Background: an optimization exercise with open tools, aiming at small area, a short achievable clock period and few clock cycles per item. Do not read the settings as production practice. In this exercise RTL edits were held to simulation tests only and were not proved equivalent to the original.

==> design/flow/run.sh <==
#!/bin/bash
# synth_recipe.tcl (not shown) runs the flow's synth.tcl, then flattens the netlist and writes it again
# the make line also repeats each setting of config.mk as NAME=value (left out here)
make -C /OpenROAD-flow-scripts/flow DESIGN_CONFIG=/design/flow/config.mk WORK_HOME=/design/flow/orfs CLKGATE_MAP_FILE= SYNTH_SCRIPT=/design/flow/synth_recipe.tcl finish
==> design/flow/config.mk <==
export PLATFORM = sky130hd
export DESIGN_NAME = serial_multiplier
export DESIGN_NICKNAME = serial_multiplier
export VERILOG_FILES = /design/flow/design.v
export SDC_FILE = /design/flow/constraint.sdc
export NUM_CORES = 4
export LEC_CHECK = 0
export CAP_MARGIN = 20
export CORE_MARGIN = 2
export CORE_UTILIZATION = 40
export SETUP_SLACK_MARGIN = 0.2
export SLEW_MARGIN = 20
==> design/flow/constraint.sdc <==
create_clock -name core_clock -period 5.5 [get_ports {clk}]
set_input_delay 1.1000 -clock core_clock [delete_from_list [all_inputs] [get_ports {clk}]]
set_output_delay 1.1000 -clock core_clock [all_outputs]
set_load 0.01 [all_outputs]
==> design/flow/design.v <==
`timescale 1ns / 1ps
module serial_multiplier (
    input  logic        clk,
    input  logic        rst,
    input  logic        start,
    input  logic [2:0]  funct3,         
    input  logic [31:0] A,
    input  logic [31:0] B,
    output logic [63:0] result_64,      
    output logic [31:0] result,         
    output logic        ready,
    output logic        stall
);
    localparam int D  = 4;              
    localparam int NB = 2 * D;          
    localparam int N  = 16 / D;         
    localparam int CW = (N > 4) ? 3 : (N > 2) ? 2 : 1;
    localparam int SW = 32 + NB;        
    logic          busy;
    logic [CW-1:0] cnt;
    logic [32:0]   a;                   
    logic [31:0]   h;                   
    logic [31:0]   l;                   
    logic          bprev;               
    logic          d16;                 
    logic          hi_sel;              
    wire last = (cnt == CW'(N - 1));
    wire a_sgn = (funct3 != 3'b011);
    wire b_sgn = funct3[2] | ~funct3[1];
    logic [SW-1:0] sum;
    always_comb begin
        logic [SW-1:0] acc;
        logic [2:0]    t;
        logic          one, two, neg;
        logic [34:0]   pp;
        acc = {{NB{h[31]}}, h};
        for (int i = 0; i < D; i++) begin
            t   = {l[2*i+1], l[2*i], (i == 0) ? bprev : l[2*i-1]};
            one = t[1] ^ t[0];
            two = (t[2] & ~t[1] & ~t[0]) | (~t[2] & t[1] & t[0]);
            neg = t[2];
            pp  = ({35{one}} & {{2{a[32]}}, a}) | ({35{two}} & {a[32], a, 1'b0});
            pp  = pp ^ {35{neg}};
            acc = acc + ({{(SW-35){pp[34]}}, pp} << (2 * i)) + (SW'(neg) << (2 * i));
        end
        if (d16 && last)
            acc = acc + ({{(SW-33){a[32]}}, a} << NB);
        sum = acc;
    end
    always_ff @(posedge clk or posedge rst) begin
        if (rst) begin
            busy  <= 1'b0;
            ready <= 1'b0;
        end else begin
            busy  <= busy ? !last : start;
            ready <= busy & last;
        end
    end
    always_ff @(posedge clk) begin
        if (busy) begin
            cnt   <= cnt + 1'b1;
            h     <= sum[SW-1:NB];
            l     <= {sum[NB-1:0], l[31:NB]};
            bprev <= l[NB-1];
        end else begin
            cnt    <= '0;
            h      <= '0;
            l      <= B;
            bprev  <= 1'b0;
            a      <= {a_sgn & A[31], A};
            d16    <= ~b_sgn & B[31];
            hi_sel <= ~funct3[2] & (funct3[1] | funct3[0]);
        end
    end
    assign stall     = busy;
    assign result_64 = {h, l};
    assign result    = hi_sel ? h : l;
endmodule
==> summary.md <==
| Metric | Value |
|---|---|
| Largest net degree at the start of global routing | 68 |
| DRC errors left | 0 |
| TritonCTS buffer count | 9 |
| Setup TNS | -29.60 ns |
| FF-to-FF Start | l[1] |
| Setup WS post-layout | -1.53 ns |
| Slew HR | a little over a quarter |
| Die area | just over 40000 sq um |
| I/O Pins | between 150 and 200 |
| Pre-antenna DRT Iters | 6 |
| Iteration-0 DRC count of the detailed router | 1616 |
| FF+latch count, synth | about 100 |
| Most common cell in the netlist | a21oi_1 |
| Largest area contributor in the netlist | fa_1 |
| Crit path from | l[1] |
| Final Critical Period | between 7 and 8 ns |
| Area of the core | just under 40000 sq um |
| Hold Crit Class | reg2reg |
| Tcrit/Tclk final | 128% |
| Synth Instances | just over 2000 |
| Synthesized cell area | between 15000 and 20000 sq um |
| Post-Syn Nets | between 2000 and 2500 |
| Hold_buf cts | 0 |
| Buffers & Inverters on Critical Path | 5 |
| Height of the die | around 200 um |
| Rows | 72 |
| Final net count | ~2800 |
| Maxcap violations | 0 |
| Routed vias/inst | approximately 5.8 |
| Initial antenna violation count | 0 |
| Starting Density | between 40 and 50% |
| Yosys warning total | 1 |
| Area Overhead vs Synth | 52.4% |
| Placed Instances | around 3000 |
| Antenna Nets Post-Route | 0 |
| Slowest-stage cell, CP | fa_1 |
| Latest clock arrival within the worst-skew pair | approximately 0.38 ns |
| Seq/Total Area, Yosys | ~15% |
| Worst-Margin Slew | ~1.1 ns |
| Post-synth EDFFs | 35 |
| WL per Instance | roughly 21 um |
| Layout cells sized above 1 | around 34% |
| Crit path DAT | 7.30 ns |
| DIE WIDTH | a little over 200 um |
| Top cells by area, synth | fa_1 (14%), ha_1 (8.9%), dfxtp_1 (8.5%) |
| Total number of vias | 17619 |
| Finished Core Util | 62.0% |
| Crit path max fanout | 12 |
| Dpl ws | -1.56 ns |
| Grt ovf | 0 |
| First-pass GRT wire length | about 96 mm |
| Family with the most delay on the worst path | compound AO/OA/AOI/OAI gates |
| Post-synth top area share | a little over an eighth |
| Final setup viols | 27 |
| Port-buffer cells | 167 |
| Unrepaired setup endpoints after global routing | yes |
| Worst-path clk slew | around 0.08 ns |
| SO Faults | setup timing |
| Syn_area_per_cell | 7.75 sq um |
| All-layer global routing usage | 29.7% |
| Top FF cell, synth | dfxtp_1 |
| Setup crit end kind | register |
| CTS tree | done |
| Clock Tree Root | clkbuf_16 |
| Slowest stage delay, CP | 0.55 ns |
| Number of global-route vias before repair | between 15000 and 20000 |
| Commonest cells post-synth | a21oi_1 (244), inv_1 (185), clkbuf_1 (174) |
| Startpoint Class | register |
| Yosys cell types | just over 70 |
| Hold_sp | cnt[0] |
| Outcome | complete, but fails checks |
| Required @ worst endpoint | roughly 5.8 ns |
| Final Non-Filler Cells | slightly above 3000 |
| Final hold violation count | 0 |
| Crit Path Category | reg2reg |
| FFs w/ async S/R, synth | under 10% |
| Final Max Tran Viols | 0 |
| Htree depth | 3 |
| Most frequent CP cell | fa_1 |
| Clock sink count | between 100 and 150 |
| Fmax | between 100 and 150 MHz |
| Post-DP HPWL | a little under 50 mm |
| Total Wirelength | about 64 mm |
| Final clock skew | 0.0102 ns |
| Placer Congestion | ~0.97 |
| Max clock buf depth | 2 |
==> worst paths after layout <==
check / endpoint / slack [ns] / cells after the start
min in group asynchronous: ready / 0.87 / 2
setup reg to reg: h[30] / -1.53 / 30
setup / recovery: h[30] / -1.53 / 30
hold / removal: cnt[0] / 0.43 / 1
max in group asynchronous: busy / 4.50 / 2
hold reg to reg: cnt[0] / 0.43 / 1
==> worst reg2reg max path: cells and delay by family, from the launching register on <==
family	cells	cell delay, ns
AOI/OAI and AO/OA	14	2.77
xor gates and xnor gates	1	0.07
buffers and inverters	5	0.80
adders and majority gates	5	2.19
and+or+nand+nor	5	0.65
DFF	1	0.45
==> area by class of cell <==
| cell class | instances | area (sq um) |
|---|---|---|
| antenna | 1 | 2.50 |
| clock inverter | 7 | 70.1 |
| sequential | 104 | 2470 |
| multi-input combinational | 1546 | 13600 |
| tap | 518 | 648 |
| inverter | 185 | 694 |
| fill | 3235 | 14700 |
| clock buffer | 9 | 225 |
| timing repair buffer | 690 | 6430 |
==> metrics by stage <==
stage                     hold WS, ns  cell area [sq um]
after detailed placement        0.418              21900
after floorplan                 0.399              16500
final                           0.426              24100
after global routing            0.460              24100
after global placement          0.409              21900
after CTS                       0.429              22900
==> state kept, by name, indices dropped and copies added (netlist names) <==
register and cells:
busy 1, hi_sel 1, ready 1, d16 1, l 32, cnt 2, a 33, bprev 1
h 32
==> placed cells by master (no fill, tap or decap), types with 14 or more instances in the layout <==
cell             count
xor2_1              20
a221oi_4            20
xnor2_1             29
clkdlybuf4s50_1    167
clkbuf_16           16
a21oi_2             32
fa_1                99
nand3_1             16
nor2_1             148
o31ai_1             47
nand2_1            149
a221oi_1            18
dfxtp_1             58
maj3_1              59
buf_6               26
nor2b_1             56
inv_1              180
o22ai_1             99
edfxtp_1            35
buf_4              442
a221oi_2            29
a21oi_1            209
a22oi_1             14
a21o_1              27
nor3_1              15
buf_12              45
ha_1                88
o21ai_0             34
mux2_2              65
ha_4                16
==> logic make-up after synthesis <==
family	Yosys count	synth area share, %
buf+inv	390	9.26
mux	70	4.95
simple gates	482	13.9
fa+ha+maj	280	26.3
flops	104	15.4
xor+xnor	66	3.66
compound gates	648	26.5
==> metal layers <==
metal | share of wire (%) | vias to the layer above | track usage [%]
met1 | 46 | 8543 | 44.2
li1 | - | 8222 | -
met2 | 44 | 794 | 44.9
met3 | 8.5 | 60 | 5.54
met4 | 1.7 | 0 | 5.37
met5 | 0 | - | 0
==> what timing repair did <==
action / 4_1_cts / 5_1_grt
endpoints found under the setup margin: 29 / 29
gates cloned: 1 / 7
setup buffers: 25 / 22
pin swaps: 43 / 62
gates resized for setup: 92 / 156
Testbench counts, summed over its fixed seeds: cycles 16,008, items 3,200.

what the ideal ports hide:
Ports are ideal in the flow. The routed layout listed here was re-timed in OpenROAD. Step 1, drivers: a clkbuf_16 drives clk and a buf_2 each remaining input, both assumed. Step 2 times the ports against the registers' clock, not the clock port: input delays grow and output delays shrink by t, the midpoint of the rising clock arrivals with the driver on. a / b / c = no drivers / after step 1 / after step 2; a / b = the first two.
t, ns: 0.422
setup slack, ns: -1.532 / -1.532 / -1.532
worst hold slack (ns): 0.426 / 0.426 / 0.426
For this run, drivers alone change the setup slack by 0.000 ns; drivers and shift together by 0.000 ns.
